This design comes from an exercise in tuning for small area on the open sky130 flow, not from production work. In this exercise RTL edits were held to simulation tests only and were not proved equivalent to the original. Power is estimated from default activity; no workload was simulated.

--- flow/design.v ---
module Divide_By_N_Counter (clk, enable, reset, OUT, COUNT);
    input clk, enable, reset;
    output reg [3:0] COUNT;
    output OUT;
    assign OUT = &COUNT;
    always @ (posedge clk or posedge reset) begin
        if (reset)
            COUNT <= 4'b0;
        else if (enable)
            COUNT <= COUNT + 1'b1;
    end
endmodule
module ClockGenNM(clock, enable, reset, N, Nout);
    input clock, enable, reset;
    input [31:0] N;
    output reg Nout;
    reg [31:0] d;
    wire        hit    = enable && ~|d[31:7];
    wire [7:0]  slo    = {1'b0, N[6:0]} + {1'b0, d[6:0]};
    wire [24:0] hi     = hit ? N[31:7] : d[31:7];
    wire        borrow = enable && !(hit && slo[7]);
    always @ (posedge clock, posedge reset)
    begin
        if (reset)
        begin
            Nout <= 1'b0;
            d    <= 32'b0;
        end
        else
        begin
            d[31:7] <= hi - borrow;
            if (hit)
            begin
                d[6:0] <= slo[6:0];
                Nout   <= ~Nout;
            end
        end
    end
endmodule
module BAUD_GEN(clk, enable, BRD, reset, Nout);
    input clk, reset, enable;
    input [31:0] BRD;
    output Nout;
    ClockGenNM baudGen
    (
        .clock  (clk),
        .enable (enable),
        .reset  (reset),
        .N      (BRD),
        .Nout   (Nout)
    );
endmodule
module FIFO(
        output reg [8:0] DataOut,
        output     [8:0] Head,
        input      [8:0] DataIn,
        input            read, write, clk, reset, ClearOV,
        output     [2:0] states
        );
        reg [4:0] top;
        reg       OV;
        reg [143:0] Stack;            
        wire Empty = top[4];
        wire Full  = (top == 5'd15);
        assign states = {Empty, Full, OV};
        assign Head = Stack[9*top[3:0] +: 9];
        wire do_read  = read && !Empty;
        wire do_write = write && !Full;
        always @ (posedge clk)
        begin
            if (do_write)
                Stack <= {Stack[134:0], DataIn};
        end
        always @ (posedge clk, posedge reset)
        begin
            if (reset) begin
                DataOut <= 9'b0;
                top     <= 5'b11111;
                OV      <= 1'b0;
            end
            else begin
                if (do_read)
                    DataOut <= Head;
                if (do_read && !do_write)
                    top <= top - 1'b1;
                else if (do_write && !do_read)
                    top <= top + 1'b1;
                if (write && Full)
                    OV <= 1'b1;
                else if (ClearOV)
                    OV <= 1'b0;
            end
        end
endmodule
module TXFIFO(
        output reg [8:0] DataOut,
        input      [8:0] DataIn,
        input            read, wreq, clk, reset, ClearOV,
        output     [2:0] states
        );
        reg [4:0] top;                
        reg       pend;
        reg       ovset;
        reg       OV;
        reg [143:0] Stack;            
        wire Empty = pend ? (top == 5'd0) : top[4];
        wire Full  = !pend && (top == 5'd15);
        assign states = {Empty, Full, OV};
        wire do_read = read && !Empty;
        wire shift   = wreq && !((top == 5'd15) && !do_read);
        always @ (posedge clk)
        begin
            if (shift)
                Stack <= {Stack[134:0], DataIn};
            if (do_read)
                DataOut <= Stack[9*top[3:0] +: 9];
        end
        always @ (posedge clk, posedge reset)
        begin
            if (reset) begin
                top     <= 5'b11111;
                pend    <= 1'b0;
                ovset   <= 1'b0;
                OV      <= 1'b0;
            end
            else begin
                pend  <= shift;
                ovset <= wreq && !shift;
                if (do_read && !shift)
                    top <= top - 1'b1;
                else if (shift && !do_read)
                    top <= top + 1'b1;
                if (ovset)
                    OV <= 1'b1;
                else if (ClearOV)
                    OV <= 1'b0;
            end
        end
endmodule
module transmitter (
    input       clk,
    input       reset,
    input       tx_tick,           
    input       tx_request,        
    input [8:0] tx_data,           
    input [1:0] parityMode,        
    input       wordSize,          
    output      tx_take,           
    output reg  tx_out             
    );
    parameter A        = 4'd0,    
              G        = 4'd6,    
              H        = 4'd7,    
              I        = 4'd8,    
              J        = 4'd9,    
              START    = 4'd10,   
              IDLE     = 4'd11,   
              IDLE_REQ = 4'd12;   
    reg [3:0] state;
    reg [3:0] COUNT;
    wire pulse  = &COUNT;                        
    wire commit = tx_tick && (COUNT == 4'd14);   
    wire parity = (parityMode != 2'b0);
    assign tx_take = !pulse && (state == IDLE) && !tx_request;
    always @ (posedge clk or posedge reset)
    begin
        if (reset)
            COUNT <= 4'b0;
        else if (tx_tick)
            COUNT <= COUNT + 1'b1;
    end
    always @ (posedge clk or posedge reset)
    begin
        if (reset)
        begin
            state  <= IDLE;
            tx_out <= 1'b1;
        end
        else if (!pulse)
        begin
            if (state == START)
                tx_out <= 1'b0;
            else if (state == J)
                tx_out <= 1'b1;
            else if (state <= I)
                tx_out <= tx_data[state];
            if (commit)
            begin
                if (state == IDLE)
                    state <= tx_request ? IDLE : START;
                else if (state == IDLE_REQ)
                    state <= START;
                else if (state == G)
                    state <= wordSize ? H : (parity ? I : J);
                else if (state == H)
                    state <= parity ? I : J;
                else if (state == J)
                    state <= IDLE;
                else if (state == START)
                    state <= A;
                else
                    state <= state + 1'b1;
            end
            else if (tx_take)
                state <= IDLE_REQ;
        end
    end
endmodule
module reciever (
    input       clk,
    input       reset,
    input       rx_tick,           
    input [1:0] parityMode,        
    input       wordSize,          
    output reg  FE,                
    input       clearFE,
    input       rxIn_pin,          
    output      rx_done,           
    output reg [8:0] rx_data       
    );
    parameter FINDFALLINGEDGE = 4'd0,
              VERIFYSTART     = 4'd1,
              B0              = 4'd2,
              B6              = 4'd8,
              B7              = 4'd9,
              BP              = 4'd10,
              STOP            = 4'd11,
              IDLE            = 4'd12;
    reg [3:0] state;
    reg       lag;
    reg [3:0] phase;
    reg       maj;         
    reg       same;        
    wire last_phase = (phase == 4'd15);
    wire in_bit = rx_tick && !lag &&
                  (state != IDLE) && (state != FINDFALLINGEDGE);
    wire decide = in_bit && last_phase;
    wire parity = (parityMode != 2'b0);
    assign rx_done = decide && (state == STOP);
    always @ (posedge clk or posedge reset)
    begin
        if (reset)
            FE <= 1'b0;
        else if (rx_done && !maj)
            FE <= 1'b1;
        else if (clearFE)
            FE <= 1'b0;
    end
    always @ (posedge clk)
    begin
        if (in_bit)
        begin
            if (phase == 4'd7)
                maj <= rxIn_pin;
            if (phase == 4'd8)
                same <= (rxIn_pin == maj);
            if (phase == 4'd9 && !same)
                maj <= rxIn_pin;
        end
        if (decide)
        begin
            if (state >= B0 && state <= B6)
                rx_data[6:0] <= {maj, rx_data[6:1]};
            if ((state == B6 && !wordSize && !parity) ||
                (state == B7 && !parity))
                rx_data[8] <= 1'b0;
            if (state == BP)
                rx_data[8] <= maj;
        end
    end
    always @ (posedge clk or posedge reset)
    begin
        if (reset)
            rx_data[7] <= 1'b0;
        else if (decide)
        begin
            if (state == B6 && !wordSize && !parity)
                rx_data[7] <= 1'b0;
            if (state == B7)
                rx_data[7] <= maj;
        end
    end
    always @ (posedge clk or posedge reset)
    begin
        if (reset)
        begin
            state   <= IDLE;
            lag     <= 1'b0;
            phase   <= 4'b0;
        end
        else if (rx_tick)
        begin
            if (lag)
            begin
                lag <= 1'b0;
                if (state != VERIFYSTART)
                    phase <= phase + 1'b1;
            end
            else if (state == IDLE)
            begin
                phase <= rxIn_pin ? phase + 1'b1 : 4'd0;
                if (phase >= 4'd8)
                begin
                    state <= FINDFALLINGEDGE;
                    lag   <= 1'b1;
                end
            end
            else if (state == FINDFALLINGEDGE)
            begin
                if (!rxIn_pin)
                begin
                    state <= VERIFYSTART;
                    lag   <= 1'b1;
                    phase <= 4'd0;
                end
            end
            else
            begin
                phase <= phase + 1'b1;
                if (last_phase)
                begin
                    lag <= 1'b1;
                    if (state == VERIFYSTART)
                        state <= maj ? IDLE : B0;
                    else if (state < B6)
                        state <= state + 1'b1;
                    else if (state == B6)
                        state <= (!wordSize && !parity) ? STOP :
                                 (wordSize ? B7 : BP);
                    else if (state == B7)
                        state <= parity ? BP : STOP;
                    else if (state == BP)
                        state <= STOP;
                    else
                        state <= IDLE;
                end
            end
        end
    end
endmodule
module uart (
    clk,
    reset,
    address,
    chipselect,
    writedata,
    readdata,
    write,
    read,
    uart_clk_out,
    uart_rx,
    uart_tx
);
    input   clk, reset;
    input            read, write, chipselect;
    input [2:0]      address;
    input [31:0]     writedata;
    output reg [31:0] readdata;
    input        uart_rx;
    output       uart_clk_out;
    output       uart_tx;
    reg [6:0]  STATUS;
    reg [31:0] CONTROL;
    reg [31:0] BRD;
    reg last_write;
    reg last_read;
    reg rdFIFO;
    reg W1C_STROBE;
    reg clr_rxo, clr_txo, clr_fe;
    wire [8:0] rx_head;
    wire [8:0] tx_word;
    wire [2:0] states_txfifo;
    wire [2:0] states_rxfifo;
    wire       FE;
    wire sel = chipselect;
    wire wr_data = write && sel && (address == 3'd0) && !last_write;
    wire wr_stat = write && sel && (address == 3'd1) && !W1C_STROBE;
    wire wr_ctrl = write && sel && (address == 3'd2);
    wire wr_brd  = write && sel && (address == 3'd3);
    wire rd_data = read && sel && (address == 3'd0) && !last_read;
    always @ (posedge clk or posedge reset)
    begin
        if (reset)
        begin
            last_write <= 1'b0;
            last_read  <= 1'b0;
        end
        else
        begin
            last_write <= write;
            last_read  <= read;
        end
    end
    always @ (posedge clk or posedge reset)
    begin
        if (reset)
        begin
            readdata <= 32'b0;
            rdFIFO   <= 1'b0;
        end
        else
        begin
            rdFIFO <= rd_data;
            if (read && sel && (address == 3'd1))
                readdata <= {25'b0, STATUS};
            else if (read && sel && (address == 3'd2))
                readdata <= CONTROL;
            else if (read && sel && (address == 3'd3))
                readdata <= BRD;
            else if (rdFIFO)
                readdata <= {23'b0, states_rxfifo[2] ? 9'b0 : rx_head};
        end
    end
    always @ (posedge clk or posedge reset)
    begin
        if (reset)
            STATUS <= 7'b010_0100;
        else if (W1C_STROBE)
            STATUS <= STATUS & ~{clr_fe, 2'b00, clr_txo, 2'b00, clr_rxo};
        else
            STATUS <= {FE, states_txfifo, states_rxfifo};
    end
    always @ (posedge clk or posedge reset)
    begin
        if (reset)
        begin
            CONTROL    <= 32'd0;
            BRD        <= 32'b0;
            W1C_STROBE <= 1'b0;
            clr_rxo    <= 1'b0;
            clr_txo    <= 1'b0;
            clr_fe     <= 1'b0;
        end
        else
        begin
            W1C_STROBE <= wr_stat && (writedata[0] || writedata[3] || writedata[6] || writedata[7]);
            clr_rxo    <= wr_stat && writedata[0];
            clr_txo    <= wr_stat && writedata[3];
            clr_fe     <= wr_stat && writedata[6];
            if (wr_ctrl)
                CONTROL <= writedata;
            else
                CONTROL[4] <= uart_clk_out;
            if (wr_brd)
                BRD <= writedata;
        end
    end
    wire baud;
    reg  baud_q;
    BAUD_GEN baudGen
    (
        .clk    (clk),
        .enable (CONTROL[3]),
        .reset  (reset),
        .BRD    (BRD),
        .Nout   (baud)
    );
    assign uart_clk_out = baud;
    always @ (posedge clk or posedge reset)
    begin
        if (reset)
            baud_q <= 1'b0;
        else
            baud_q <= baud;
    end
    wire tick = baud && !baud_q;
    wire tx_take;
    reg  tx_take_q;
    reg  rd_tx_fifo;
    wire rx_done;
    reg  rx_done_q;
    reg  wr_rx_fifo;
    always @ (posedge clk or posedge reset)
    begin
        if (reset)
        begin
            tx_take_q   <= 1'b0;
            rd_tx_fifo  <= 1'b0;
            rx_done_q   <= 1'b0;
            wr_rx_fifo  <= 1'b0;
        end
        else
        begin
            tx_take_q   <= tx_take;
            rd_tx_fifo  <= tx_take_q;
            rx_done_q   <= rx_done;
            wr_rx_fifo  <= rx_done_q;
        end
    end
    transmitter tx
    (
        .clk        (clk),
        .reset      (reset),
        .tx_tick    (tick),
        .tx_request (STATUS[5]),
        .tx_data    (tx_word),
        .parityMode (CONTROL[2:1]),
        .wordSize   (CONTROL[0]),
        .tx_take    (tx_take),
        .tx_out     (uart_tx)
    );
    TXFIFO txfifo
    (
        .DataIn   (writedata[8:0]),
        .DataOut  (tx_word),
        .wreq     (wr_data),
        .read     (rd_tx_fifo),
        .clk      (clk),
        .reset    (reset),
        .states   (states_txfifo),
        .ClearOV  (clr_txo)
    );
    wire [8:0] received;
    reciever rx
    (
        .clk        (clk),
        .reset      (reset),
        .rx_tick    (tick),
        .parityMode (CONTROL[2:1]),
        .wordSize   (CONTROL[0]),
        .FE         (FE),
        .clearFE    (clr_fe),
        .rxIn_pin   (uart_rx),
        .rx_done    (rx_done),
        .rx_data    (received)
    );
    FIFO rxfifo
    (
        .DataIn   (received),
        .DataOut  (),
        .Head     (rx_head),
        .write    (wr_rx_fifo),
        .read     (rdFIFO),
        .clk      (clk),
        .reset    (reset),
        .states   (states_rxfifo),
        .ClearOV  (clr_rxo)
    );
endmodule
--- flow/flow/run.sh ---
#!/bin/bash
# Own layout flow: the standard ORFS flow (standard.sh, the standard flow's synthesis
# script) with these changes:
#  - Yosys's ABC step maps for area (flow/abc_area.script in place of ORFS's
#    abc_speed.script; the registers are mapped before ABC and do not change);
#  - port buffers use the smallest buffer (buf_1) instead of clkdlybuf4s50_1;
#  - clock tree: clkbuf_8 leaf buffers, 18-sink clusters, no dummy loads.
set -euo pipefail
here=$(pwd)
rm -rf "$here/scripts"
cp -r "$FLOW_HOME/scripts" "$here/scripts"
cp "$here/flow/abc_area.script" "$here/scripts/abc_speed.script"
export SCRIPTS_DIR="$here/scripts"
export BUFFER_PORTS_ARGS="-buffer_cell sky130_fd_sc_hd__buf_1"
export CTS_ARGS="-sink_clustering_enable -repair_clock_nets -dont_use_dummy_load -buf_list sky130_fd_sc_hd__clkbuf_8 -sink_clustering_size 18 -sink_clustering_max_diameter 60"
bash standard.sh > standard_flow.log 2>&1
--- flow/flow/abc_area.script ---
strash
dch -f
amap
--- flow/standard.sh ---
#!/bin/bash
# synth_recipe.tcl (not shown) runs the flow's synth.tcl, then flattens the netlist and writes it again
# the make line also repeats each setting of config.mk as NAME=value (left out here)
make -C /OpenROAD-flow-scripts/flow DESIGN_CONFIG=/design/flow/config.mk WORK_HOME=/design/flow/orfs CLKGATE_MAP_FILE= SYNTH_SCRIPT=/design/flow/synth_recipe.tcl "${@:-finish}"
--- flow/config.mk ---
export PLATFORM = sky130hd
export DESIGN_NAME = uart
export DESIGN_NICKNAME = uart
export VERILOG_FILES = /design/flow/design.v
export SDC_FILE = /design/flow/constraint.sdc
export NUM_CORES = 4
export LEC_CHECK = 0
export CAP_MARGIN = 0
export CORE_MARGIN = 2
export CORE_UTILIZATION = 65
export PLACE_DENSITY = 0.75
export SLEW_MARGIN = 0
--- flow/constraint.sdc ---
create_clock -name core_clock -period 10.0 [get_ports {clk}]
set_input_delay 2.0000 -clock core_clock [delete_from_list [all_inputs] [get_ports {clk}]]
set_output_delay 2.0000 -clock core_clock [all_outputs]
set_load 0.01 [all_outputs]
==> results by group, run 1 <==
Worst setup path
  – Critical Path RT: 10,490 ps
  – Crit-path leading delay family: simple AND/OR/NAND/NOR gates
  – Reg2reg end: txfifo.top[4]
  – Reg2reg start: txfifo.top[1]
  – Setup slack, reg-to-reg: 4930 ps
  – Slowest-stage cell, CP: dfstp_2
  – CP cell instances: clkinv_1, a41oi_1, a21oi_1, nor2b_1, nor2_1, nor2_4, buf_4, clkinv_1, ha_1, fa_1, nand2_1, nand2b_1, a21oi_1, a21oi_1, o21ai_0, nand2_1, o21ai_0
  – Levels on crit path: 17
  – Buf+Inv Stages, Crit Path: 3
  – Crit-path most repeated cell: a21oi_1
  – Crit Path Class: flop to flop
  – Crit path max fanout: 51
  – Worst Setup EP: txfifo.top[4]
  – Setup crit end kind: flop
  – Max incr delay on CP: 1170 ps
  – R2R depth: 17
  – Setup crit start: txfifo.top[1]
  – Worst path arrival time: 5560 ps
  – Crit path launch type: flop

Drt
  – Total number of vias: 12.7k
  – Metal3 WL: 2490 µm
  – Met1 Wirelength: 17,900 µm
  – Total routed wirelength: 40,700 µm
  – Vias per std cell: 6.66
  – Met2 WL: 19,400 µm
  – DR iter-0 viols: 1,413
  – DRC: 0
  – WL per Instance: 21.3 µm
  – Post-DRT Antenna Nets: 0
  – Highest routed layer: met5
  – DRT Pass-1 Iters: 6

STA
  – Final Setup Violations: 0
  – Final Cycle Share: 50.7%
  – Final Max Tran Viols: 0
  – Fin crit period: 5070 ps
  – Final hold vios: 0
  – Worst Tran Pin Value: 1150 ps
  – F_max: 197 MHz
  – RSZ-0062 raised after global routing: false
  – Worst hold margin: 335 ps
  – Slew margin rel.: 23.5%
  – Clk_skew: 39.8 ps
  – Setup TNS: 0 ps

Placed design
  – Final GP Congestion: 0.860
  – DP HPWL: 25,600 µm
  – I/O Buffers: 74

GRT
  – Initial antenna violation count: 4
  – Vias in the first global route: 12.2k
  – Grt ovf: 0
  – GRT Overall Usage: 26.3%
  – First-pass GRT wire length: 65,200 µm
  – Largest net degree at the start of global routing: 117

Cells and area
  – Fillers: 2,074
  – Area Overhead vs Synth: 7.38%
  – Share of layout cells above drive strength 1: 5.33%
  – Total Nets Final: 1,592

Floorplan
  – Core ar.: 29,600 µm²
  – FP Rows: 63
  – Die height: 177 µm
  – IO Count: 75
  – Chip width: 177 µm
  – Full die area: 31,300 µm²
  – Initial Util: 65.8%

Power and ir drop
  – Maximum VDD drop: 0.119 mV
  – Pleak: 7.02 nW
  – PwrDens: 201 nW/µm²

Synthesis
  – Number of synthesized register bits: 489
  – Post-Syn Instances: 1,393
  – Sequential fraction of the synthesis area: 71.0%
  – Yosys cell types: 45
  – Mapped Nets: 1,463
  – Ys Warns: 6
  – Synth Cell Area: 19,400 µm²
  – Synth Flop Type: edfxtp_1
  – Number of enable flip-flop cells after synthesis: 307
  – Post-synth ARST share: 37.2%
  – Syn Area/Cell: 14.0 µm²

Clocking
  – Hold Buf Count CTS: 0
  – # clock sinks: 489
  – TritonCTS clock tree: yes
  – Clock tree buffer depth: 3
  – # H-tree levels: 2
  – CTS Buf Count: 36
  – Setup bufs post-CTS: 0
  – Clock latency (worst-skew pair): 570 ps
  – CTS root buf: clkbuf_8
  – Post-cts sizing count: 0
  – Clock-pin slew on the worst setup and hold paths: 100 ps

Flow run
  – Max-cap violation count: 0

Outcome
  – Outcome: finished clean

Worst hold path
  – Worst hold path class: flop to flop
## cells in the mapped netlist (14+ instances only)
library cell,instances,share of area (%)
o22a_1,82,3.7
a222oi_1,27,1.4
clkinv_1,130,2.5
o221ai_1,29,1.3
a22oi_1,82,3.2
nand2_1,60,1.2
nor2_1,81,1.6
o21ai_0,80,2.1
dfstp_2,18,2.4
dfrtp_1,164,21
a221oi_1,42,1.9
a21oi_1,68,1.8
o22ai_1,71,2.3
ha_1,26,1.7
edfxtp_1,307,47
nor4_1,14,0.45
nor3_1,20,0.51
## flip-flops by register name, indices dropped and copies added (netlist names), 4 cells and up
name	count
rxfifo.Stack	144
STATUS	7
txfifo.DataOut	9
txfifo.Stack	144
baudGen.baudGen.d	32
rxfifo.top	5
BRD	32
rx.rx_data	9
rx.phase	4
readdata	32
CONTROL	32
tx.state	4
rx.state	4
tx.COUNT	4
txfifo.top	5
## area by class of cell
type                       count  area (µm²)  share of cell area [%]
antenna                        3        7.51                  0.0360
timing repair buffer          91         405                    1.94
multi-input combinational    774        5180                    24.8
clock buffer                  36         495                    2.37
tap                          390         488                    2.34
sequential                   489       13800                    66.1
inverter                     130         495                    2.37
## how the worst min path moves through the flow
stage                       to  startpoint  depth (start not counted)  slack [ps]
global route        wr_rx_fifo   rx_done_q                          0         350
CTS                 wr_rx_fifo   rx_done_q                          0         340
finish              wr_rx_fifo   rx_done_q                          0         330
global placement    rd_tx_fifo   tx_take_q                          0         330
detailed placement  wr_rx_fifo   rx_done_q                          0         330
floorplan           rd_tx_fifo   tx_take_q                          0         330
## metal layers
layer / track usage [%] / vias to the layer above
met1: 39.2 / 6450
met3: 4.49 / 67
met5: 0 / -
li1: - / 5817
met4: 7.71 / 2
met2: 40.6 / 413
## cells in the final DEF (no fill, tap or decap), types with 27 or more instances in the layout
master    Yosys  final
edfxtp_1    307    307
dfrtp_1     164    164
clkinv_1    130    127
o22a_1       82     82
a22oi_1      82     82
o21ai_0      80     80
nor2_1       81     76
buf_1         0     74
o22ai_1      71     71
a21oi_1      68     68
nand2_1      60     60
a221oi_1     42     42
clkbuf_8      0     36
o221ai_1     29     29
a222oi_1     27     27
## per-stage QoR
step,instances,area (µm²),power (mW),util (%),setup WS [ps]
final,1913,20900,4.20,70.6,4930
after global routing,1911,20900,4.40,70.6,4510
after CTS,1910,20900,4.22,70.6,4980
after detailed placement,1874,20400,3.34,68.9,4600
after global placement,1874,20400,3.31,68.9,4790
after floorplan,1393,19400,3.03,-,797
## power by group
| part | switching (mW) | internal (mW) | total (mW) |
|---|---|---|---|
| logic | 0.499 | 0.326 | 0.825 |
| clock network | 0.577 | 0.326 | 0.903 |
| registers | 0.173 | 2.30 | 2.47 |
| total | 1.25 | 2.95 | 4.20 |
## logic make-up (layout without fill, tap and decap cells)
kind of cell               count (synthesis)  in the layout  share of synthesized area (%)
DFF                                      489            489                           71.0
and+or+nand+nor                          218            218                           5.04
xor gates and xnor gates                   2              2                         0.0901
AOI/OAI and AO/OA                        525            525                           19.4
other                                      0              3                              0
buffers and inverters                    130            257                           2.51
adders and majority gates                 29             29                           1.98
==> run 2: changes to the inputs <==
--- a/flow/config.mk
+++ b/flow/config.mk
@@ -7,3 +7,3 @@
 export LEC_CHECK = 0
-export CAP_MARGIN = 0
+export CAP_MARGIN = 20
 export CORE_MARGIN = 2
@@ -11,2 +11,2 @@
 export PLACE_DENSITY = 0.75
-export SLEW_MARGIN = 0
+export SLEW_MARGIN = 20
==> results by group, run 2 <==
Worst hold path
  – Worst hold path class: flop to flop
  – Worst hold stages: 0
  – Hold Crit Start: rx_done_q

Clocking
  – Hold Buf Count CTS: 0
  – TritonCTS clock tree: yes
  – Clock latency (worst-skew pair): 570 ps
  – CTS root buf: clkbuf_8
  – Clock-pin slew on the worst setup and hold paths: 100 ps
  – Setup bufs post-CTS: 0
  – CTS Buf Count: 36
  – # clock sinks: 489
  – Post-cts sizing count: 0
  – Clock tree buffer depth: 3
  – # H-tree levels: 2

STA
  – Fin crit period: 5070 ps
  – F_max: 197 MHz
  – Final Setup Violations: 0
  – Final Cycle Share: 50.7%
  – Worst hold margin: 335 ps
  – Slew margin rel.: 34.3%
  – RSZ-0062 raised after global routing: false
  – Final hold vios: 0
  – Final Max Tran Viols: 0
  – Setup TNS: 0 ps
  – Worst Tran Pin Value: 983 ps
  – Clk_skew: 41.3 ps

Floorplan
  – IO Count: 75
  – Full die area: 31,300 µm²
  – Chip width: 177 µm
  – Initial Util: 65.8%
  – FP Rows: 63
  – Die height: 177 µm
  – Core ar.: 29,600 µm²

Drt
  – DRT Pass-1 Iters: 6
  – Total number of vias: 12.8k
  – WL per Instance: 21.3 µm
  – Post-DRT Antenna Nets: 0
  – DRC: 0
  – Total routed wirelength: 40,700 µm
  – Vias per std cell: 6.67
  – DR iter-0 viols: 1,576

Outcome
  – Outcome: finished clean

Worst setup path
  – Worst path arrival time: 5550 ps
  – Crit Path Class: flop to flop
  – Critical Path RT: 10,480 ps
  – R2R depth: 17
  – Crit path launch type: flop
  – Setup crit end kind: flop
  – Crit path max fanout: 51
  – Reg2reg start: txfifo.top[1]
  – Setup crit start: txfifo.top[1]

Power and ir drop
  – Gate power share: 19.6%
  – Internal: 2.95 mW
  – Overall power: 4.20 mW
  – Sw power: 1.25 mW
  – Sequential group share of total power: 58.8%
  – Sw Share: 29.7%
  – Maximum VDD drop: 0.119 mV
  – Pleak: 7.04 nW
  – Clk pwr share: 21.5%
  – PwrDens: 201 nW/µm²

Synthesis
  – Sequential fraction of the synthesis area: 71.0%
  – Cell with the most instances after synthesis: edfxtp_1
  – Synth Cell Area: 19,400 µm²
  – Number of enable flip-flop cells after synthesis: 307
  – Synth area leader: edfxtp_1
  – Number of synthesized register bits: 489
  – Syn Area/Cell: 14.0 µm²
  – Yosys top cell area share: 47.4%
  – Post-synth ARST share: 37.2%
  – Post-Syn Instances: 1,393
  – Synth cell count leaders: edfxtp_1, dfrtp_1, clkinv_1
  – Yosys cell types: 45
  – Mapped Nets: 1,463
  – Ys Warns: 6
  – Synth Flop Type: edfxtp_1
  – Synth top area cells: edfxtp_1, dfrtp_1, o22a_1, a22oi_1, clkinv_1

Cells and area
  – Fillers: 2,068
  – Most common cell after layout, fill and taps aside: edfxtp_1
  – Share of layout cells above drive strength 1: 5.39%
  – Non-filler instance count after layout: 1,914
  – Commonest non-fill, non-tap cells in the layout: edfxtp_1, dfrtp_1, clkinv_1
  – Final instance area: 20,900 µm²
  – Area Overhead vs Synth: 7.55%
  – Total Nets Final: 1,593
  – Largest registers: rxfifo.Stack (144), txfifo.Stack (144)

GRT
  – Grt ovf: 0
  – GRT Overall Usage: 26.3%
  – Largest net degree at the start of global routing: 117
  – Vias in the first global route: 12.2k
  – First-pass GRT wire length: 65,200 µm
  – Initial antenna violation count: 4

Flow run
  – Max-cap violation count: 0

Placed design
  – DP HPWL: 25,600 µm
  – Placed cell count: 1,874
  – Placed cell area: 20,400 µm²
  – I/O Buffers: 74
  – Final GP Congestion: 0.860
-- run 2: cell counts after synthesis --
Identical to the previous run, type by type.
-- run 2: per-stage QoR --
step                setup WS [ps]  util, %
floorplan                     797        -
global placement             4790     68.9
detailed placement           4600     68.9
CTS                          4980     70.6
global route                 4510     70.7
finish                       4930     70.7
-- run 2: logic make-up (layout without fill, tap and decap cells) --
logic type | count (synthesis) | after routing | share of synthesized area [%]
AO/OA/AOI/OAI | 525 | 525 | 19.4
XOR/XNOR | 2 | 2 | 0.0901
other | 0 | 3 | 0
flip-flops | 489 | 489 | 71.0
buffers and inverters | 130 | 258 | 2.51
adder cells (fa/ha/maj) | 29 | 29 | 1.98
AND/OR/NAND/NOR | 218 | 218 | 5.04
-- run 2: metal layers --
metal / global-route usage (%) / part of all wire, % / up-vias / wire (µm)
met4: 7.71 / 2.5 / 2 / 1000
met2: 40.6 / 48 / 452 / 19300
met1: 39.2 / 44 / 6423 / 17800
met3: 4.49 / 6.3 / 70 / 2570
li1: - / - / 5818 / -
met5: 0 / 0.032 / - / 13
-- run 2: final timing paths --
check,end,slack (ps)
setup reg to reg,txfifo.top[4],4930
min in group asynchronous,readdata[9],1620
hold reg to reg,wr_rx_fifo,330
max in group asynchronous,CONTROL[2],7020
setup / recovery,txfifo.top[4],4930
hold / removal,wr_rx_fifo,330
-- run 2: power groups by stage --
stage	registers, mW	logic (mW)	clock network (mW)
after floorplan	2.49	0.533	0
after global placement	2.51	0.804	0
after detailed placement	2.51	0.827	0
after CTS	2.47	0.829	0.927
after global routing	2.49	0.915	0.997
final	2.47	0.825	0.904
-- run 2: layout make-up --
| type | count | area, µm² | area share (%) |
|---|---|---|---|
| Antenna cell | 3 | 7.51 | 0.0359 |
| Clock buffer | 36 | 495 | 2.37 |
| Inverter | 130 | 498 | 2.38 |
| Multi-Input combinational cell | 774 | 5180 | 24.8 |
| Sequential cell | 489 | 13800 | 66.0 |
| Tap cell | 390 | 488 | 2.33 |
| Timing Repair Buffer | 92 | 437 | 2.09 |
-- run 2: critical path, stage by stage, from the launching register on --
cell and delay, ps:
dfstp_2 1150, clkinv_1 220, a41oi_1 230, a21oi_1 80, nor2b_1 770, nor2_1 180, nor2_4 110, buf_4 520
clkinv_1 170, ha_1 320, fa_1 450, nand2_1 100, nand2b_1 70, a21oi_1 180, a21oi_1 80, o21ai_0 130
nand2_1 120, o21ai_0 90
==> run 3: changes to the inputs <==
--- a/flow/config.mk
+++ b/flow/config.mk
@@ -9,4 +9,4 @@
 export CORE_MARGIN = 2
-export CORE_UTILIZATION = 65
-export PLACE_DENSITY = 0.75
+export CORE_UTILIZATION = 80
+export PLACE_DENSITY = 0.88
 export SLEW_MARGIN = 20
==> results by group, run 3 <==
Clocking
  – # H-tree levels: 2
  – CTS root buf: clkbuf_8
  – Clock-pin slew on the worst setup and hold paths: 100 ps
  – Clock latency (worst-skew pair): 570 ps
  – Setup bufs post-CTS: 0
  – Post-cts sizing count: 0
  – Clock tree buffer depth: 3
  – CTS Buf Count: 35
  – # clock sinks: 489
  – Hold Buf Count CTS: 0
  – TritonCTS clock tree: yes

Worst setup path
  – CP cell instances: clkinv_1, a41oi_1, a21oi_1, nor2b_1, nor2_1, nor2_4, buf_4, buf_4
  – Critical Path RT: 10,190 ps
  – R2R depth: 8
  – Buf+Inv Stages, Crit Path: 3
  – Reg2reg start: txfifo.top[1]
  – Crit path launch type: flop
  – Crit Path Class: flop to flop
  – Reg2reg end: txfifo.Stack[141]
  – Worst path arrival time: 5040 ps
  – Levels on crit path: 8
  – Crit path max fanout: 75
  – Crit-path most repeated cell: buf_4
  – Setup crit start: txfifo.top[1]
  – Setup crit end kind: flop
  – Slowest-stage cell, CP: dfstp_2
  – Crit-path leading delay family: buffers and inverters
  – Setup slack, reg-to-reg: 5150 ps
  – Max incr delay on CP: 1140 ps

Cells and area
  – Fillers: 1,134
  – Area Overhead vs Synth: 6.89%
  – Total Nets Final: 1,591
  – Area occupied by registers: 13,800 µm²
  – Area of the multi-input gates: 5180 µm²
  – Largest registers: rxfifo.Stack (144), txfifo.Stack (144)
  – Commonest non-fill, non-tap cells in the layout: edfxtp_1, dfrtp_1, clkinv_1
  – Most common cell after layout, fill and taps aside: edfxtp_1
  – Share of layout cells above drive strength 1: 5.27%

Drt
  – WL per Instance: 23.2 µm
  – DRT Pass-1 Iters: 7
  – Post-DRT Antenna Nets: 0
  – Total number of vias: 13.3k
  – Vias per std cell: 7.22
  – DRC: 0
  – DR iter-0 viols: 1,935
  – Total routed wirelength: 42,700 µm

Floorplan
  – Chip width: 160 µm
  – Initial Util: 80.6%
  – Full die area: 25,600 µm²
  – Core ar.: 24,100 µm²
  – IO Count: 75
  – FP Rows: 57
  – Die height: 160 µm

Outcome
  – Outcome: finished clean

Synthesis
  – Post-synth ARST share: 37.2%
  – Largest family of logic cells by synthesized area: compound AO/OA/AOI/OAI gates
  – Simple-gate share of the synthesized area: 5.04%
  – Yosys cell types: 45
  – Synth Area in Adders: 1.98%
  – Number of synthesized register bits: 489
  – Sequential fraction of the synthesis area: 71.0%
  – Synth cell count leaders: edfxtp_1, dfrtp_1, clkinv_1
  – Synth Cell Area: 19,400 µm²
  – Post-Syn Instances: 1,393
  – Syn Area/Cell: 14.0 µm²
  – Mapped Nets: 1,463
  – Ys Warns: 6
  – Synth Area in Compound Gates: 19.4%
  – Synth top area cells: edfxtp_1, dfrtp_1, o22a_1, a22oi_1, clkinv_1
  – Number of enable flip-flop cells after synthesis: 307
  – Synth Flop Type: edfxtp_1
  – Cell with the most instances after synthesis: edfxtp_1
  – Yosys top cell area share: 47.4%
  – Mux cell area share after synthesis: 0%
  – Synth area leader: edfxtp_1
  – Xor and xnor area share after synthesis: 0.0901%

STA
  – Slew margin rel.: 30.9%
  – RSZ-0062 raised after global routing: false
  – Fin crit period: 4850 ps
  – Final Cycle Share: 48.5%
  – Final setup margin: 5150 ps
  – Final Max Tran Viols: 0
  – Final hold vios: 0
  – F_max: 206 MHz
  – Final Setup Violations: 0
  – Clk_skew: 41.1 ps
  – Setup TNS: 0 ps
  – Worst Tran Pin Value: 1030 ps

Placed design
  – I/O Buffers: 74
  – DP HPWL: 27,300 µm
  – Post-Place Setup Slack: 4920 ps
  – Final GP Congestion: 0.923

GRT
  – GRT Overall Usage: 33.9%
  – Largest net degree at the start of global routing: 98
  – Initial antenna violation count: 3
  – First-pass GRT wire length: 68,200 µm
  – Vias in the first global route: 12.9k
  – Grt ovf: 0

Power and ir drop
  – Sequential group share of total power: 58.6%
  – Clk pwr share: 21.2%
  – Internal: 2.94 mW
  – Maximum VDD drop: 0.170 mV
  – Sw power: 1.28 mW
  – PwrDens: 203 nW/µm²
  – Sw Share: 30.3%
  – Pleak: 7.02 nW
  – Gate power share: 20.2%

Worst hold path
  – Hold Crit Start: tx_take_q
  – Worst Hold End: rd_tx_fifo
  – Worst hold path class: flop to flop
  – Worst hold stages: 0

Flow run
  – Max-cap violation count: 0
[run 3: cell count changes in the layout (fill, tap and decap cells not counted), sizes merged]
cell	before	now
buf	92	91
clkbuf	36	35
diode	3	2
[run 3: routing by layer]
layer  up-vias  GRT usage [%]  part of all wire, %
met2       790           54.3                   49
met5         -              0                0.035
li1       5835              -                    -
met1      6567           48.6                   39
met3       118           4.94                  8.6
met4         2           13.1                  3.9
[run 3: power by group through the flow]
stage          registers, mW  clock network, mW  logic [mW]
5_1_grt                 2.49              0.969       0.935
6_report                2.48              0.896       0.852
3_5_place_dp            2.51                  0       0.834
3_3_place_gp            2.50                  0       0.794
4_1_cts                 2.47              0.896       0.844
2_1_floorplan           2.49                  0       0.533
[run 3: area by class of cell]
type | count | area share, %
Inverter | 130 | 2.38
Sequential cell | 489 | 66.4
Timing Repair Buffer | 91 | 1.97
Antenna cell | 2 | 0.0241
Multi-Input combinational cell | 774 | 25.0
Tap cell | 324 | 1.95
Clock buffer | 35 | 2.32
[run 3: how the worst max path moves through the flow]
stage	end	slack, ps
global placement	txfifo.Stack[42]	5020
CTS	txfifo.Stack[69]	5160
finish	txfifo.Stack[141]	5150
detailed placement	txfifo.Stack[51]	4920
global route	baudGen.baudGen.d[31]	4790
floorplan	txfifo.top[4]	800
[run 3: kinds of logic after synthesis]
family | count (synthesis)
DFF | 489
and+or+nand+nor | 218
adders and majority gates | 29
AOI/OAI and AO/OA | 525
xor gates and xnor gates | 2
buffers and inverters | 130
[run 3: stage by stage]
stage               hold WS [ps]  power, mW  cell area [µm²]  cells  util [%]
finish                       352       4.23            20800   1845      86.2
global route                 366       4.40            20800   1844      86.2
CTS                          355       4.21            20800   1843      86.2
detailed placement           335       3.35            20300   1808      84.2
global placement             336       3.30            20300   1808      84.2
floorplan                    331       3.03            19400   1393         -
==> run 4: changes to the inputs <==
--- a/flow/design.v
+++ b/flow/design.v
@@ -139,2 +139,59 @@
 endmodule
+module RXFIFO(
+        output     [8:0] Head,
+        input      [8:0] DataIn,
+        input            read, write, clk, reset, ClearOV,
+        output     [2:0] states
+        );
+        reg [143:0] Ring;             
+        reg [3:0] hp;                 
+        reg [4:0] count;              
+        reg       pend;               
+        reg [3:0] wp;                 
+        reg       OV;
+        wire Empty = (count == 5'd0);
+        wire Full  = count[4];
+        assign states = {Empty, Full, OV};
+        wire do_read  = read && !Empty;
+        wire do_write = write && !Full;
+        wire [3:0] tail = hp + count[3:0];       
+        wire put = do_write ? (tail == 4'd15) : (pend && wp == 4'd15);
+        assign Head = (pend && wp == hp) ? DataIn : Ring[9*hp +: 9];
+        always @ (posedge clk)
+        begin
+            Ring <= {Ring[134:0], put ? DataIn : Ring[143:135]};
+        end
+        always @ (posedge clk, posedge reset)
+        begin
+            if (reset) begin
+                hp    <= 4'd0;
+                count <= 5'd0;
+                pend  <= 1'b0;
+                wp    <= 4'd0;
+                OV    <= 1'b0;
+            end
+            else begin
+                hp <= hp + 1'b1 + do_read;
+                if (do_read && !do_write)
+                    count <= count - 1'b1;
+                else if (do_write && !do_read)
+                    count <= count + 1'b1;
+                if (do_write)
+                begin
+                    pend <= (tail != 4'd15);
+                    wp   <= tail + 1'b1;
+                end
+                else
+                begin
+                    if (wp == 4'd15)
+                        pend <= 1'b0;
+                    wp <= wp + 1'b1;
+                end
+                if (write && Full)
+                    OV <= 1'b1;
+                else if (ClearOV)
+                    OV <= 1'b0;
+            end
+        end
+endmodule
 module transmitter (
@@ -526,6 +583,5 @@
     );
-    FIFO rxfifo
+    RXFIFO rxfifo
     (
         .DataIn   (received),
-        .DataOut  (),
         .Head     (rx_head),
--- a/flow/config.mk
+++ b/flow/config.mk
@@ -9,4 +9,4 @@
 export CORE_MARGIN = 2
-export CORE_UTILIZATION = 80
-export PLACE_DENSITY = 0.88
+export CORE_UTILIZATION = 65
+export PLACE_DENSITY = 0.75
 export SLEW_MARGIN = 20
==> results by group, run 4 <==
STA
  – Clk_skew: 42.1 ps
  – Slew margin rel.: 33.0%
  – Fin crit period: 5210 ps
  – Final Cycle Share: 52.1%
  – Worst Tran Pin Value: 999 ps
  – Final setup margin: 4790 ps
  – Final Setup Violations: 0
  – Setup TNS: 0 ps
  – Final Max Tran Viols: 0
  – RSZ-0062 raised after global routing: false
  – Final hold vios: 0
  – Worst hold margin: 334 ps
  – F_max: 192 MHz

Worst setup path
  – Slowest-stage cell, CP: buf_4
  – Reg2reg start: baudGen.baudGen.d[30]
  – Crit path max fanout: 67
  – Critical Path RT: 10,480 ps
  – Setup crit end kind: flop
  – Setup slack, reg-to-reg: 4980 ps
  – CP cell instances: buf_1, or3_1, or3_1, nor2_4, buf_4, clkinv_1, ha_1, fa_1, nor2b_1, o21a_1, o21a_1, nor3_1, nor2_1, a21oi_1
  – Crit path launch type: input pin
  – R2R depth: 16
  – Worst path arrival time: 5690 ps
  – Max incr delay on CP: 650 ps
  – Crit-path leading delay family: simple AND/OR/NAND/NOR gates
  – Crit Path Class: input pin to flop
  – Buf+Inv Stages, Crit Path: 3
  – Reg2reg end: baudGen.baudGen.d[30]

Cells and area
  – Share of layout cells above drive strength 1: 4.98%
  – Final instance area: 20,200 µm²
  – Total Nets Final: 1,664
  – Non-filler instance count after layout: 1,969
  – Commonest non-fill, non-tap cells in the layout: dfrtp_1, edfxtp_1, dfxtp_1
  – Ant diodes: 0
  – Area Overhead vs Synth: 7.69%
  – Largest registers: rxfifo.Ring (144), txfifo.Stack (144)
  – Layout Utilization: 70.6%
  – Most common cell after layout, fill and taps aside: dfrtp_1
  – Fillers: 2,085

Drt
  – Total routed wirelength: 40,300 µm
  – Post-DRT Antenna Nets: 0
  – DRT Pass-1 Iters: 6
  – Total number of vias: 12.9k
  – Vias per std cell: 6.54
  – WL per Instance: 20.5 µm
  – DRC: 0
  – DR iter-0 viols: 1,339

GRT
  – First-pass GRT wire length: 65,400 µm
  – Largest net degree at the start of global routing: 113
  – Initial antenna violation count: 0
  – Grt ovf: 0
  – Vias in the first global route: 12.6k
  – GRT Overall Usage: 26.7%

Synthesis
  – Post-synth ARST share: 38.4%
  – Sequential fraction of the synthesis area: 67.2%
  – Yosys cell types: 48
  – Ys Warns: 6
  – Post-Syn Instances: 1,456
  – Synth Cell Area: 18,700 µm²
  – Number of synthesized register bits: 498
  – Number of enable flip-flop cells after synthesis: 163
  – Syn Area/Cell: 12.9 µm²
  – Synth Flop Type: dfrtp_1
  – Mapped Nets: 1,533
  – Synth area leader: edfxtp_1
  – Synth top area cells: edfxtp_1, dfrtp_1, dfxtp_1, o22a_1, a22oi_1
  – Yosys top cell area share: 26.2%
  – Cell with the most instances after synthesis: dfrtp_1
  – Synth cell count leaders: dfrtp_1, edfxtp_1, dfxtp_1

Floorplan
  – Chip width: 174 µm
  – Full die area: 30,200 µm²
  – Die height: 174 µm
  – Core ar.: 28,500 µm²
  – Initial Util: 65.6%
  – FP Rows: 62
  – IO Count: 75

Clocking
  – # H-tree levels: 2
  – Setup bufs post-CTS: 0
  – CTS root buf: clkbuf_8
  – CTS Buf Count: 36
  – Clock tree buffer depth: 3
  – Clock latency (worst-skew pair): 570 ps
  – Clock-pin slew on the worst setup and hold paths: 100 ps
  – # clock sinks: 498
  – Post-cts sizing count: 0
  – TritonCTS clock tree: yes
  – Hold Buf Count CTS: 0

Worst hold path
  – Hold Crit Start: rxfifo.Ring[79]
  – Worst hold path class: flop to flop
  – Worst Hold End: rxfifo.Ring[88]
  – Worst hold stages: 0

Power and ir drop
  – Pleak: 7.22 nW
  – Overall power: 4.04 mW
  – Maximum VDD drop: 0.171 mV
  – PwrDens: 200 nW/µm²

Flow run
  – Max-cap violation count: 0

Placed design
  – DP HPWL: 25,300 µm
  – Final GP Congestion: 0.863
  – Post-Place Setup Slack: 4230 ps
  – Placed cell area: 19,700 µm²
  – Placed cell count: 1,933
  – I/O Buffers: 74

Outcome
  – Outcome: finished clean
run 4: cell count changes after synthesis, sizes merged, moves of 17 or more:
cell,change
a221oi,-18
nor2,+23
edfxtp,-144
dfxtp,+144
o21ai,-30
o22a,+27
nand2,-17
run 4: how the worst max path moves through the flow:
| stage | startpoint | endpoint | depth (start not counted) |
|---|---|---|---|
| 5_1_grt | baudGen.baudGen.d[30] | baudGen.baudGen.d[30] | 16 |
| 4_1_cts | address[0] | txfifo.top[4] | 14 |
| 2_1_floorplan | txfifo.top[0] | txfifo.top[4] | 15 |
| 3_5_place_dp | address[0] | txfifo.top[4] | 14 |
| 6_report | address[0] | txfifo.top[4] | 14 |
| 3_3_place_gp | address[0] | txfifo.top[4] | 14 |
run 4: where the power goes:
group	internal, mW	total [mW]	switching, mW
logic	0.296	0.715	0.419
registers	2.26	2.41	0.154
clock network	0.326	0.909	0.584
total	2.88	4.04	1.16
run 4: kinds of logic (layout without fill, tap and decap cells):
logic type | after synthesis | in the layout | share of synthesized area (%)
compound gates | 547 | 547 | 21.6
xor+xnor | 4 | 4 | 0.187
fa+ha+maj | 36 | 36 | 2.57
buf+inv | 131 | 260 | 2.63
flops | 498 | 498 | 67.2
simple gates | 240 | 240 | 5.87
run 4: routing by layer:
metal / vias to the layer above / GRT usage [%] / part of all wire [%]
met4: 0 / 7.25 / 2.2
li1: 5988 / - / -
met5: - / 0 / 0
met3: 64 / 4.30 / 6.6
met1: 6377 / 40.3 / 46
met2: 452 / 40.8 / 45
run 4: cell type report:
type / instances / area [µm²] / share of cell area (%)
multi-input cells: 827 / 5680 / 28.2
repair buffers: 93 / 424 / 2.10
inverters: 131 / 499 / 2.48
flip-flops and latches: 498 / 12600 / 62.4
clock buffers: 36 / 495 / 2.46
well taps: 384 / 480 / 2.38
==> run 5: changes to the inputs <==
--- a/flow/design.v
+++ b/flow/design.v
@@ -149,3 +149,2 @@
         reg       pend;               
-        reg [3:0] wp;                 
         reg       OV;
@@ -156,5 +155,5 @@
         wire do_write = write && !Full;
-        wire [3:0] tail = hp + count[3:0];       
-        wire put = do_write ? (tail == 4'd15) : (pend && wp == 4'd15);
-        assign Head = (pend && wp == hp) ? DataIn : Ring[9*hp +: 9];
+        wire [3:0] tail = hp + count[3:0];
+        wire put = do_write ? (tail == 4'd15) : (pend && tail == 4'd0);
+        assign Head = (pend && count == 5'd1) ? DataIn : Ring[9*hp +: 9];
         always @ (posedge clk)
@@ -169,3 +168,2 @@
                 pend  <= 1'b0;
-                wp    <= 4'd0;
                 OV    <= 1'b0;
@@ -179,12 +177,5 @@
                 if (do_write)
-                begin
                     pend <= (tail != 4'd15);
-                    wp   <= tail + 1'b1;
-                end
-                else
-                begin
-                    if (wp == 4'd15)
-                        pend <= 1'b0;
-                    wp <= wp + 1'b1;
-                end
+                else if (tail == 4'd0)
+                    pend <= 1'b0;
                 if (write && Full)
==> results by group, run 5 <==
Floorplan
  – Chip width: 172 µm
  – Full die area: 29,600 µm²
  – Die height: 172 µm
  – Core ar.: 27,800 µm²
  – FP Rows: 61
  – Initial Util: 66.2%
  – IO Count: 75

Worst setup path
  – Crit path launch type: input pin
  – Setup crit end kind: flop
  – Crit path max fanout: 55
  – Crit Path Class: input pin to flop
  – Critical Path RT: 10,460 ps
  – Worst path arrival time: 5520 ps

Synthesis
  – Number of synthesized register bits: 494
  – Number of enable flip-flop cells after synthesis: 163
  – Synth cell count leaders: dfrtp_1, edfxtp_1, dfxtp_1
  – Sequential fraction of the synthesis area: 67.8%
  – Cell with the most instances after synthesis: dfrtp_1
  – Synth area leader: edfxtp_1
  – Mapped Nets: 1,503
  – Post-synth ARST share: 37.9%
  – Post-Syn Instances: 1,428
  – Ys Warns: 6
  – Synth top area cells: edfxtp_1, dfrtp_1, dfxtp_1, o22a_1, o221ai_1
  – Syn Area/Cell: 12.9 µm²
  – Synth Cell Area: 18,400 µm²
  – Synth Flop Type: dfrtp_1
  – Yosys cell types: 41
  – Yosys top cell area share: 26.6%

Cells and area
  – Largest registers: rxfifo.Ring (144), txfifo.Stack (144)
  – Area Overhead vs Synth: 8.05%
  – Ant diodes: 0
  – Area occupied by registers: 12,500 µm²
  – Commonest non-fill, non-tap cells in the layout: dfrtp_1, edfxtp_1, dfxtp_1
  – Share of layout cells above drive strength 1: 5.19%
  – Total Nets Final: 1,637
  – Fillers: 2,009
  – Area of the multi-input gates: 5520 µm²
  – Layout Utilization: 71.5%
  – Most common cell after layout, fill and taps aside: dfrtp_1
  – Final instance area: 19,900 µm²

Power and ir drop
  – Pleak: 7.09 nW
  – Overall power: 4.09 mW
  – Maximum VDD drop: 0.136 mV
  – PwrDens: 206 nW/µm²

STA
  – Worst Tran Pin Value: 990 ps
  – Final Max Tran Viols: 0
  – RSZ-0062 raised after global routing: false
  – Final hold vios: 0
  – Clk_skew: 58.3 ps
  – Fin crit period: 5060 ps
  – Slew margin rel.: 34.0%
  – Final Setup Violations: 0
  – F_max: 198 MHz
  – Final Cycle Share: 50.6%
  – Setup TNS: 0 ps

Clocking
  – TritonCTS clock tree: yes
  – CTS root buf: clkbuf_8
  – # H-tree levels: 2
  – Clock tree buffer depth: 3
  – Post-cts sizing count: 0
  – Clock-pin slew on the worst setup and hold paths: 110 ps
  – Hold Buf Count CTS: 0
  – Setup bufs post-CTS: 0
  – CTS Buf Count: 37
  – Clock latency (worst-skew pair): 580 ps
  – # clock sinks: 494

Drt
  – WL per Instance: 20.9 µm
  – Total number of vias: 12.7k
  – DRC: 0
  – Post-DRT Antenna Nets: 0
  – DR iter-0 viols: 1,337
  – Total routed wirelength: 40,500 µm
  – Vias per std cell: 6.54
  – DRT Pass-1 Iters: 5

Placed design
  – Final GP Congestion: 0.902
  – Placed cell area: 19,300 µm²
  – DP HPWL: 25,300 µm
  – I/O Buffers: 74

Worst hold path
  – Worst hold path class: flop to flop

GRT
  – Initial antenna violation count: 0
  – GRT Overall Usage: 27.8%
  – Vias in the first global route: 12.4k
  – First-pass GRT wire length: 64,800 µm
  – Largest net degree at the start of global routing: 122
  – Grt ovf: 0

Flow run
  – Max-cap violation count: 0

Outcome
  – Outcome: finished clean
-- run 5: changes by cell type after synthesis, sizes merged, moves of 15 or more --
cell    change
a221oi     -17
o221ai     +45
o22a       -20
o21ai      +15
nand3      +19
clkinv     -18
-- run 5: critical path, stage by stage --
cell	delay, ps
buf_1	90
or3_1	390
or3_1	490
nor2_4	130
buf_4	550
clkinv_1	170
ha_1	330
fa_1	460
nor2b_1	170
o21a_1	180
o21a_1	160
nor3_1	190
nor2_1	60
a21oi_1	140
-- run 5: through the flow --
stage	instances	setup slack, ps	hold slack (ps)
global placement	1900	4510	332
finish	1938	4940	334
CTS	1937	4950	335
floorplan	1428	797	331
detailed placement	1900	4380	337
global route	1938	4640	348
-- run 5: final timing paths --
| path | start | end | slack (ps) | cells past startpoint |
|---|---|---|---|---|
| worst max-delay path | address[0] | txfifo.top[4] | 4940 | 14 |
| worst min-delay path | rxfifo.Ring[30] | rxfifo.Ring[39] | 330 | 0 |
| worst max register to register | baudGen.baudGen.d[30] | baudGen.baudGen.d[29] | 5340 | 15 |
| worst min register to register | rxfifo.Ring[30] | rxfifo.Ring[39] | 330 | 0 |
| max in group asynchronous | reset | CONTROL[13] | 7090 | 3 |
| min in group asynchronous | reset | BRD[30] | 1600 | 2 |
-- run 5: cells by family (layout without fill, tap and decap cells) --
| group | count (synthesis) | after routing | synth area share, % |
|---|---|---|---|
| and+or+nand+nor | 256 | 256 | 6.34 |
| xor gates and xnor gates | 2 | 2 | 0.0953 |
| AOI/OAI and AO/OA | 529 | 529 | 21.0 |
| DFF | 494 | 494 | 67.8 |
| adders and majority gates | 34 | 34 | 2.44 |
| buffers and inverters | 113 | 245 | 2.31 |
-- run 5: cell type report --
class | count | area share, %
clock buffers | 37 | 2.56
flip-flops and latches | 494 | 62.8
multi-input cells | 821 | 27.8
repair buffers | 95 | 2.31
inverters | 113 | 2.17
well taps | 378 | 2.38
-- run 5: where the power goes --
group,internal (mW),leakage (nW),switching [mW]
Sequential,2.25,4.89,0.174
Combinational,0.315,1.94,0.440
Clock,0.334,0.266,0.575
-- run 5: metal layers --
| metal | share of wire [%] | wire (µm) | vias to the layer above | track usage (%) |
|---|---|---|---|---|
| met4 | 2.9 | 1180 | 0 | 9.39 |
| met3 | 6.2 | 2490 | 71 | 4.21 |
| met1 | 44 | 18000 | 6280 | 39.8 |
| li1 | - | - | 5898 | - |
| met5 | 0 | 0 | - | 0 |
| met2 | 47 | 18900 | 434 | 44.1 |
==> run 6: changes to the inputs <==
--- a/flow/design.v
+++ b/flow/design.v
@@ -187,2 +187,62 @@
 endmodule
+module TXRING(
+        output reg [8:0] DataOut,
+        input      [8:0] DataIn,
+        input            read, wreq, clk, reset, ClearOV,
+        output     [2:0] states
+        );
+        reg [143:0] Ring;             
+        reg [8:0] held;               
+        reg [3:0] hp;                 
+        reg [4:0] count;              
+        reg       inc;                
+        reg       late;               
+        reg       ovset;
+        reg       OV;
+        wire Empty = (count == 5'd0);
+        wire Full  = count[4];
+        assign states = {Empty, Full, OV};
+        wire do_read = read && !Empty;
+        wire take    = wreq && !(Full && !do_read);
+        wire [3:0] tail = hp + count[3:0];
+        wire       put  = (take && tail[0]) || late;
+        wire [8:0] word = late ? held : DataIn;
+        wire [2:0] pq   = tail[3:1] + 1'b1;       
+        integer q;
+        always @ (posedge clk)
+        begin
+            held <= DataIn;
+            Ring <= {Ring[134:0], Ring[143:135]};
+            for (q = 0; q < 8; q = q + 1)
+                if (put && pq == q)
+                    Ring[18*q +: 9] <= word;
+            if (do_read)
+                DataOut <= Ring[9*hp +: 9];
+        end
+        always @ (posedge clk, posedge reset)
+        begin
+            if (reset) begin
+                hp    <= 4'd0;
+                count <= 5'd0;
+                inc   <= 1'b0;
+                late  <= 1'b0;
+                ovset <= 1'b0;
+                OV    <= 1'b0;
+            end
+            else begin
+                inc   <= take;
+                late  <= take && !tail[0];
+                ovset <= wreq && !take;
+                hp    <= hp + 1'b1 + do_read;
+                if (do_read && !inc)
+                    count <= count - 1'b1;
+                else if (inc && !do_read)
+                    count <= count + 1'b1;
+                if (ovset)
+                    OV <= 1'b1;
+                else if (ClearOV)
+                    OV <= 1'b0;
+            end
+        end
+endmodule
 module transmitter (
@@ -549,3 +609,3 @@
     );
-    TXFIFO txfifo
+    TXRING txfifo
     (
==> results by group, run 6 <==
Floorplan
  – Core ar.: 27,700 µm²
  – Die height: 171 µm
  – Full die area: 29,400 µm²
  – FP Rows: 61
  – IO Count: 75
  – Initial Util: 65.8%
  – Chip width: 171 µm

Synthesis
  – Mapped Nets: 1,661
  – Synth Flop Type: dfxtp_1
  – Ys Warns: 6
  – Yosys top cell area share: 32.6%
  – Yosys cell types: 44
  – Number of synthesized register bits: 508
  – Syn Area/Cell: 11.5 µm²
  – Synth area leader: dfxtp_1
  – Post-Syn Instances: 1,580
  – Number of enable flip-flop cells after synthesis: 19
  – Post-synth ARST share: 37.8%
  – Cell with the most instances after synthesis: dfxtp_1
  – Synth Cell Area: 18,200 µm²
  – Sequential fraction of the synthesis area: 62.2%
  – Synth top area cells: dfxtp_1, dfrtp_1, o22a_1, o221ai_1, clkinv_1
  – Synth cell count leaders: dfxtp_1, dfrtp_1, clkinv_1

Worst hold path
  – Worst hold stages: 0
  – Worst hold path class: flop to flop
  – Worst Hold End: wr_rx_fifo
  – Hold Crit Start: rx_done_q

Worst setup path
  – Critical Path RT: 10,470 ps
  – Crit path launch type: flop
  – Reg2reg end: baudGen.baudGen.d[31]
  – Setup slack, reg-to-reg: 4560 ps
  – Setup crit start: baudGen.baudGen.d[18]
  – Reg2reg start: baudGen.baudGen.d[18]
  – Crit Path Class: flop to flop
  – Worst path arrival time: 5900 ps
  – Crit path max fanout: 33
  – R2R depth: 21
  – Setup crit end kind: flop

STA
  – F_max: 184 MHz
  – Final Setup Violations: 0
  – RSZ-0062 raised after global routing: false
  – Final Max Tran Viols: 0
  – Final hold vios: 0
  – Worst Tran Pin Value: 1210 ps
  – Fin crit period: 5440 ps
  – Clk_skew: 62.7 ps
  – Final Cycle Share: 54.4%
  – Setup TNS: 0 ps
  – Slew margin rel.: 19.3%

GRT
  – GR Layer Usage met2: 47.1%
  – Met1 global-route usage: 42.7%
  – Vias in the first global route: 13.1k
  – Grt ovf: 0
  – Grt peak-use layer: met2
  – GR Layer Usage met3: 4.65%
  – First-pass GRT wire length: 69,100 µm
  – GRT Overall Usage: 29.9%
  – Largest net degree at the start of global routing: 131
  – Initial antenna violation count: 0

Cells and area
  – Total Nets Final: 1,798
  – Largest registers: rxfifo.Ring (144), txfifo.Ring (144)
  – Non-filler instance count after layout: 2,094
  – Commonest non-fill, non-tap cells in the layout: dfxtp_1, dfrtp_1, clkinv_1
  – Share of layout cells above drive strength 1: 4.61%
  – Most common cell after layout, fill and taps aside: dfxtp_1
  – Area Overhead vs Synth: 8.28%
  – Fillers: 2,082

Power and ir drop
  – Sw Share: 27.5%
  – Internal: 2.85 mW
  – Sequential group share of total power: 61.2%
  – PwrDens: 200 nW/µm²
  – Clk pwr share: 23.7%
  – Pleak: 7.49 nW
  – Sw power: 1.08 mW
  – Maximum VDD drop: 0.135 mV
  – Gate power share: 15.1%

Placed design
  – DP HPWL: 28,800 µm
  – I/O Buffers: 74
  – Placed cell count: 2,056
  – Final GP Congestion: 0.893

Flow run
  – Max-cap violation count: 0

Clocking
  – CTS root buf: clkbuf_8
  – # H-tree levels: 2
  – TritonCTS clock tree: yes
  – # clock sinks: 508
  – CTS Buf Count: 36
  – Post-cts sizing count: 0
  – Clock-pin slew on the worst setup and hold paths: 110 ps
  – Hold Buf Count CTS: 0
  – Setup bufs post-CTS: 0
  – Clock tree buffer depth: 3
  – Clock latency (worst-skew pair): 580 ps

Drt
  – Vias per std cell: 6.63
  – Total routed wirelength: 44,400 µm
  – WL per Instance: 21.2 µm
  – Total number of vias: 13.9k
  – Post-DRT Antenna Nets: 0
  – DR iter-0 viols: 1,520
  – DRT Pass-1 Iters: 6
  – DRC: 0

Outcome
  – Outcome: finished clean
[run 6: kinds of logic after synthesis]
logic type / synth area share [%]
adders and majority gates: 2.91
buffers and inverters: 3.19
xor gates and xnor gates: 0.240
AOI/OAI and AO/OA: 24.9
and+or+nand+nor: 6.52
DFF: 62.2
[run 6: how the worst max path moves through the flow]
stage	end	cells past startpoint
final	baudGen.baudGen.d[31]	21
after global routing	baudGen.baudGen.d[31]	21
after CTS	baudGen.baudGen.d[31]	21
after detailed placement	baudGen.baudGen.d[31]	21
after global placement	txfifo.Ring[129]	10
after floorplan	baudGen.baudGen.d[31]	21
[run 6: metal layers]
| layer | share of wire (%) | vias to the layer above |
|---|---|---|
| li1 | - | 6385 |
| met1 | 44 | 6869 |
| met2 | 46 | 537 |
| met3 | 7.1 | 88 |
| met4 | 2.9 | 0 |
| met5 | 0 | - |
[run 6: power by group through the flow]
stage                     combinational (mW)  sequential [mW]  clock (mW)
after floorplan                        0.441             2.42           0
after global placement                 0.574             2.44           0
final                                  0.596             2.41       0.932
after global routing                   0.675             2.43        1.01
after detailed placement               0.595             2.45           0
after CTS                              0.598             2.41       0.946
[run 6: critical path, cell delays in order, from the launching register on]
cell,delay (ps)
dfrtp_1,390
or4_1,540
nor4_1,190
nand4_1,140
nor4_2,220
clkinv_1,820
o22ai_1,400
ha_1,220
ha_1,190
nand3_1,110
clkinv_1,90
nand3_1,90
clkinv_1,90
nand3_1,110
nor2_1,250
clkinv_1,120
nor4_1,350
nand3_1,200
nor4_1,320
clkinv_1,140
nor3_1,190
xor2_1,160
[run 6: through the flow]
step / cell area (µm²) / worst slack [ps] / total power [mW] / utilization [%] / hold WS [ps]
2_1_floorplan: 18200 / 2110 / 2.86 / - / 331
3_3_place_gp: 19200 / 4850 / 3.01 / 69.2 / 333
3_5_place_dp: 19200 / 4690 / 3.04 / 69.3 / 337
4_1_cts: 19700 / 4620 / 3.95 / 71.1 / 295
5_1_grt: 19700 / 3860 / 4.12 / 71.2 / 310
6_report: 19700 / 4560 / 3.94 / 71.2 / 296
[run 6: final cells by class]
class / instances / area [µm²] / share of cell area, %
flip-flops and latches: 508 / 11300 / 57.4
multi-input cells: 917 / 6330 / 32.1
inverters: 155 / 589 / 2.99
repair buffers: 99 / 503 / 2.55
clock buffers: 36 / 495 / 2.51
well taps: 378 / 473 / 2.40
diodes: 1 / 2.50 / 0.0127
==> run 7: changes to the inputs <==
--- a/flow/flow/run.sh
+++ b/flow/flow/run.sh
@@ -14,3 +14,3 @@
 export BUFFER_PORTS_ARGS="-buffer_cell sky130_fd_sc_hd__buf_1"
-export CTS_ARGS="-sink_clustering_enable -repair_clock_nets -dont_use_dummy_load -buf_list sky130_fd_sc_hd__clkbuf_8 -sink_clustering_size 18 -sink_clustering_max_diameter 60"
+export CTS_ARGS="-sink_clustering_enable -repair_clock_nets -dont_use_dummy_load -buf_list sky130_fd_sc_hd__clkbuf_8 -sink_clustering_size 20 -sink_clustering_max_diameter 50"
 bash standard.sh > standard_flow.log 2>&1
==> results by group, run 7 <==
Clocking
  – CTS Buf Count: 38
  – Clock-pin slew on the worst setup and hold paths: 120 ps
  – Post-cts sizing count: 0
  – # clock sinks: 508
  – TritonCTS clock tree: yes
  – Hold Buf Count CTS: 0
  – CTS root buf: clkbuf_8
  – Clock latency (worst-skew pair): 590 ps
  – Clock tree buffer depth: 3
  – # H-tree levels: 2
  – Setup bufs post-CTS: 0

Cells and area
  – Area of the multi-input gates: 6330 µm²
  – Area occupied by registers: 11,300 µm²
  – Largest registers: rxfifo.Ring (144), txfifo.Ring (144)
  – Share of layout cells above drive strength 1: 4.72%
  – Total Nets Final: 1,800
  – Area Overhead vs Synth: 8.43%
  – Non-filler instance count after layout: 2,096
  – Fillers: 2,083
  – Final instance area: 19,800 µm²
  – Commonest non-fill, non-tap cells in the layout: dfxtp_1, dfrtp_1, clkinv_1
  – Most common cell after layout, fill and taps aside: dfxtp_1

Placed design
  – I/O Buffers: 74
  – Placed cell count: 2,056
  – DP HPWL: 28,800 µm
  – Final GP Congestion: 0.893
  – Placed cell area: 19,200 µm²

Power and ir drop
  – Overall power: 3.96 mW
  – Pleak: 7.51 nW
  – Maximum VDD drop: 0.130 mV
  – PwrDens: 200 nW/µm²

STA
  – Worst hold margin: 312 ps
  – Final hold vios: 0
  – RSZ-0062 raised after global routing: false
  – Slew margin rel.: 20.0%
  – F_max: 186 MHz
  – Final Max Tran Viols: 0
  – Final Setup Violations: 0
  – Final Cycle Share: 53.9%
  – Clk_skew: 66.8 ps
  – Worst Tran Pin Value: 1200 ps
  – Fin crit period: 5390 ps
  – Setup TNS: 0 ps

Drt
  – Total number of vias: 14.0k
  – Met2 WL: 20,600 µm
  – Vias per std cell: 6.66
  – DR iter-0 viols: 1,430
  – Met1 Wirelength: 19,600 µm
  – Total routed wirelength: 44,700 µm
  – Highest routed layer: met4
  – DRT Pass-1 Iters: 6
  – Post-DRT Antenna Nets: 0
  – DRC: 0
  – WL per Instance: 21.3 µm
  – Metal3 WL: 3180 µm

Synthesis
  – Synth cell count leaders: dfxtp_1, dfrtp_1, clkinv_1
  – Number of synthesized register bits: 508
  – Sequential fraction of the synthesis area: 62.2%
  – Yosys cell types: 44
  – Syn Area/Cell: 11.5 µm²
  – Yosys top cell area share: 32.6%
  – Synth top area cells: dfxtp_1, dfrtp_1, o22a_1, o221ai_1, clkinv_1
  – Synth Cell Area: 18,200 µm²
  – Mapped Nets: 1,661
  – Ys Warns: 6
  – Post-synth ARST share: 37.8%
  – Synth Flop Type: dfxtp_1
  – Cell with the most instances after synthesis: dfxtp_1
  – Post-Syn Instances: 1,580
  – Number of enable flip-flop cells after synthesis: 19
  – Synth area leader: dfxtp_1

Floorplan
  – Die height: 171 µm
  – FP Rows: 61
  – Initial Util: 65.8%
  – Chip width: 171 µm
  – Full die area: 29,400 µm²
  – IO Count: 75
  – Core ar.: 27,700 µm²

Worst setup path
  – Reg2reg start: baudGen.baudGen.d[18]
  – R2R depth: 21
  – Worst path arrival time: 5870 ps
  – Crit Path Class: flop to flop
  – Reg2reg end: baudGen.baudGen.d[31]
  – Crit path max fanout: 33
  – Critical Path RT: 10,480 ps
  – Setup crit end kind: flop
  – Crit path launch type: flop
  – Setup slack, reg-to-reg: 4610 ps

GRT
  – First-pass GRT wire length: 69,200 µm
  – Vias in the first global route: 13.1k
  – Largest net degree at the start of global routing: 131
  – GRT Overall Usage: 29.9%
  – Initial antenna violation count: 0
  – Grt ovf: 0

Worst hold path
  – Worst hold stages: 0
  – Worst hold path class: flop to flop
  – Worst Hold End: rxfifo.Ring[74]
  – Hold Crit Start: rxfifo.Ring[65]

Outcome
  – Outcome: finished clean

Flow run
  – Max-cap violation count: 0
-- run 7: cell counts after synthesis --
Identical to the previous run, type by type.
-- run 7: critical path, cell delays in order, from the launching register on --
cell	delay [ps]
dfrtp_1	390
or4_1	540
nor4_1	180
nand4_1	140
nor4_2	220
clkinv_1	810
o22ai_1	390
ha_1	220
ha_1	190
nand3_1	110
clkinv_1	90
nand3_1	90
clkinv_1	90
nand3_1	110
nor2_1	250
clkinv_1	120
nor4_1	350
nand3_1	200
nor4_1	320
clkinv_1	140
nor3_1	190
xor2_1	160
-- run 7: worst max path at each step --
| stage | start | to | cells after the start |
|---|---|---|---|
| 2_1_floorplan | baudGen.baudGen.d[18] | baudGen.baudGen.d[31] | 21 |
| 3_3_place_gp | address[0] | txfifo.Ring[129] | 10 |
| 3_5_place_dp | baudGen.baudGen.d[18] | baudGen.baudGen.d[31] | 21 |
| 4_1_cts | baudGen.baudGen.d[18] | baudGen.baudGen.d[31] | 21 |
| 5_1_grt | baudGen.baudGen.d[18] | baudGen.baudGen.d[31] | 21 |
| 6_report | baudGen.baudGen.d[18] | baudGen.baudGen.d[31] | 21 |
-- run 7: power breakdown --
| part | leakage (nW) | total [mW] | internal (mW) | switching, mW |
|---|---|---|---|---|
| combinational | 2.26 | 0.596 | 0.268 | 0.328 |
| clock | 0.273 | 0.952 | 0.343 | 0.609 |
| sequential | 4.97 | 2.41 | 2.26 | 0.150 |
| total | 7.51 | 3.96 | 2.87 | 1.09 |
-- run 7: final cells by class --
class	count	share of cell area [%]
clock buffers	38	2.65
multi-input cells	917	32.1
flip-flops and latches	508	57.4
well taps	378	2.39
diodes	1	0.0127
repair buffers	99	2.55
inverters	155	2.98
-- run 7: layer usage --
layer / vias up / global-route usage (%)
li1: 6380 / -
met1: 6914 / 42.8
met2: 581 / 46.7
met3: 94 / 4.56
met4: 0 / 10.9
met5: - / 0
-- run 7: cells by family (layout without fill, tap and decap cells) --
| logic type | Yosys count | in the layout | synth area share (%) |
|---|---|---|---|
| xor gates and xnor gates | 5 | 5 | 0.240 |
| and+or+nand+nor | 261 | 261 | 6.52 |
| other | 0 | 1 | 0 |
| AOI/OAI and AO/OA | 611 | 611 | 24.9 |
| buffers and inverters | 155 | 292 | 3.19 |
| adders and majority gates | 40 | 40 | 2.91 |
| DFF | 508 | 508 | 62.2 |
-- run 7: stage by stage --
step	setup WS (ps)	utilization [%]
after floorplan	2110	-
after global placement	4850	69.2
after detailed placement	4690	69.3
after CTS	4650	71.2
after global routing	3900	71.3
final	4610	71.3

Re-timed with assumed drivers on the ports (clkbuf_16 on the clock, buf_2 on other inputs), run 7 has 4.609 ns of setup slack against 4.609 ns with ideal ports, and 4.609 ns once port delays also move by the mid clock arrival of 0.605 ns.
